This is an optimization exercise on Yosys and OpenROAD, whose aim is small area and a short achievable clock period, not a production implementation. Where RTL was checked, it was by simulation tests only, not by an equivalence proof against the original. The clock input has no modelled driver; a real chip could not lean on it and would need a root buffer or a full tree.

run 1:
Design sigma_delta_ADC, start of the top module:
module sigma_delta_ADC(
    input clk,
    input reset,
    input [23:0] analog_in,
    output [32:0] digital_out
);
wire [12*9-1:0] lo_all;   
wire [12*9-1:0] hi_all;
wire f;
reg [11:0] in_hi;         
reg        dout;
assign lo_all[11:0] = analog_in[11:0];
assign hi_all[11:0] = in_hi;
genvar k;
generate for (k = 1; k <= 8; k = k + 1) begin : integ
    reg [11:0] lo;    
    reg [11:0] hi;    
    reg        cy;    
    always @(posedge clk or posedge reset) begin
        if (reset) begin
            lo <= 12'd0;
            hi <= 12'd0;
            cy <= 1'b0;
        end else begin
            {cy, lo} <= {1'b0, lo} + {1'b0, lo_all[12*(k-1) +: 12]} + {12'd0, f};
            hi <= hi + hi_all[12*(k-1) +: 12] + {11'd0, cy};
        end
    end
    assign lo_all[12*k +: 12] = lo;
    assign hi_all[12*k +: 12] = hi;
end endgenerate
assign f = hi_all[12*8 + 11];    
always @(posedge clk or posedge reset) begin
    if (reset) begin
        in_hi <= 12'd0;
        dout <= 1'b0;
    end else begin
        in_hi <= analog_in[23:12];
        dout <= f;
    end
end
assign digital_out = {1'b0, {24{dout}}, 8'b0};
endmodule
Size in the first run: about 210 flip-flops, roughly 59 I/O pins, ~14,000 um2 of cells after synthesis.
Settings: LEC_CHECK=0, ABC_CLOCK_PERIOD_IN_PS=1500, CAP_MARGIN=20, CORE_MARGIN=2, CORE_UTILIZATION=40, SETUP_SLACK_MARGIN=2.4, SLEW_MARGIN=20; clock period 4.0 ns.
run.sh (not shown) runs the stock make flow with config.mk's settings and CLKGATE_MAP_FILE= SYNTH_SCRIPT=/design/flow/synth_recipe.tcl, a recipe that flattens the netlist after the stock synthesis.
Run 1 ended with every stage complete and zero timing, DRC or antenna violations.
Relative to run 1, the following input files were edited for run 2:
- a change of CORE_UTILIZATION from 40 to 65
Findings:
- Number of buffers inserted during clock tree synthesis in run 2 is 7.7% below run 1.
- Run 2 vs run 1 — well-tap cell count dropped by more than a quarter
- Run 1 was routed with fewer vias than run 2.
- Minimum setup slack in the final design: run 2 lower than run 1
- Of the two values seen for end of the critical path, integ[1].lo[10] was produced by run 1 and integ[8].lo[10] by run 2.
Edits applied to the flow inputs when going from run 2 to run 3:
- SETUP_SLACK_MARGIN: 2.4 -> unset
- CORE_UTILIZATION: 65 -> 40
- ABC_CLOCK_PERIOD_IN_PS: 1500 -> unset
==> comparison <==
From run 2 to run 3 the numbers moved as follows: setup slack lower, number of detailed-route iterations in the first pass lower.
[compare] base=run 2 new=run 3: core utilization of the finished layout moved down.
Run 3 reached the end of the flow, and the finished layout is clean on the timing, design-rule and antenna checks.
Compared with run 2, in run 3 via count now sits lower, final wirelength now sits lower.
No run of this note included a check of the RTL's function; only the layout flow was run.

---

sigma_delta_ADC, a different RTL version from the one above (not shown whole).
Size: about 1700 cells after synthesis, roughly 15000 um2 of cells after synthesis.
## sigma_delta_ADC
module sigma_delta_ADC(
    input clk,
    input reset,
    input [23:0] analog_in,
    output [32:0] digital_out
);
Settings: LEC_CHECK=0, CAP_MARGIN=20, CORE_MARGIN=2, CORE_UTILIZATION=40, SETUP_SLACK_MARGIN=2.3, SLEW_MARGIN=20, SYNTH_HIERARCHICAL=1, SYNTH_MINIMUM_KEEP_SIZE=0; clock period 4.0 ns.
standard.sh (not shown) runs the stock make flow with config.mk's settings and CLKGATE_MAP_FILE= SYNTH_SCRIPT=/design/flow/synth_recipe.tcl, a recipe that flattens the netlist after the stock synthesis.
==> flow/flow/run.sh <==
#!/bin/bash
# The standard layout (the standard.sh: its synthesis, floorplan, power grid,
# placement, CTS, routing), with two hooks:
#  - after floorplan, flow/downsize.tcl sets every combinational cell to drive
#    strength 1 (the repair steps that follow size up what timing needs);
#  - after CTS, flow/clock_tree.tcl rebuilds the clock tree as two balanced
#    buffer levels (the port drives CT_ROOTS root buffers, which drive CT_LEAVES
#    leaf buffers at k-means centres of the flip-flops).
# The make output goes to make.log; each ORFS step's tool output is in orfs/logs/.
set -euo pipefail
here=$(pwd)
export CT_ROOTS=4
export CT_LEAVES=12
bash standard.sh POST_FLOORPLAN_TCL="$here/flow/downsize.tcl" POST_CTS_TCL="$here/flow/clock_tree.tcl" \
  CT_ROOTS=$CT_ROOTS CT_LEAVES=$CT_LEAVES finish > "$here/make.log" 2>&1
Other scripts of this flow, unchanged in this note and not shown: flow/flow/clock_tree.tcl, flow/flow/downsize.tcl
Rerun with:
--- a/flow/flow/run.sh
+++ b/flow/flow/run.sh
@@ -7,4 +7,6 @@
 #    buffer levels (the port drives CT_ROOTS root buffers, which drive CT_LEAVES
 #    leaf buffers at k-means centres of the flip-flops).
+# Port buffers are buf_1 (the standard flow's buffer_ports with -buffer_cell);
+# the repair steps size up the ones on critical paths.
 # The make output goes to make.log; each ORFS step's tool output is in orfs/logs/.
 set -euo pipefail
@@ -13,3 +15,4 @@
 export CT_LEAVES=12
 bash standard.sh POST_FLOORPLAN_TCL="$here/flow/downsize.tcl" POST_CTS_TCL="$here/flow/clock_tree.tcl" \
+  "BUFFER_PORTS_ARGS=-buffer_cell sky130_fd_sc_hd__buf_1" \
   CT_ROOTS=$CT_ROOTS CT_LEAVES=$CT_LEAVES finish > "$here/make.log" 2>&1
The new run finished clean.
Setup slack is better by 17 ps.
Hold slack is worse by 7.6 ps.
Clock skew climbs by 21 ps.
Via count drops by a few percent.
Final cell count drops slightly.
Critical path depth does not change.
Maximum frequency climbs slightly.
Die area stays the same.
Routed wire length drops by a few percent.
In every run of this note, the design's own scripts or RTL, not TritonCTS, make the clock network.

## port drivers added, routing unchanged
Ports are ideal in the flow. The routed layouts listed here were re-timed in OpenROAD.
Step 1: set_driving_cell puts a clkbuf_16 on clk and a buf_2 on each other input, an assumption about the parent block.
Step 2 moves the port delays by t, midway between the first and last clock arrival at a register: inputs arrive t later, outputs are due t later. That takes back most of the time a late clock gives input paths.
Three values: ideal, step 1, step 2; two values: the first two.
run	t (ns)	setup slack, ns	cell pins on the clock port's net
run 1	0.572	1.348 / 1.348 / 1.018	1
run 2	0.569	1.128 / 1.128 / 1.099	1
run 3	0.569	1.111 / 1.111 / 0.606	1
the first run of note 2	0.404	2.348 / 2.267 / 2.022	4
the second run of note 2	0.386	2.365 / 2.285 / 2.099	4
After both steps every run listed still meets setup and hold. For run 3, which loses most, drivers alone change the setup slack by 0.000 ns; drivers and shift together by -0.505 ns. Setup slack includes reset recovery checks.
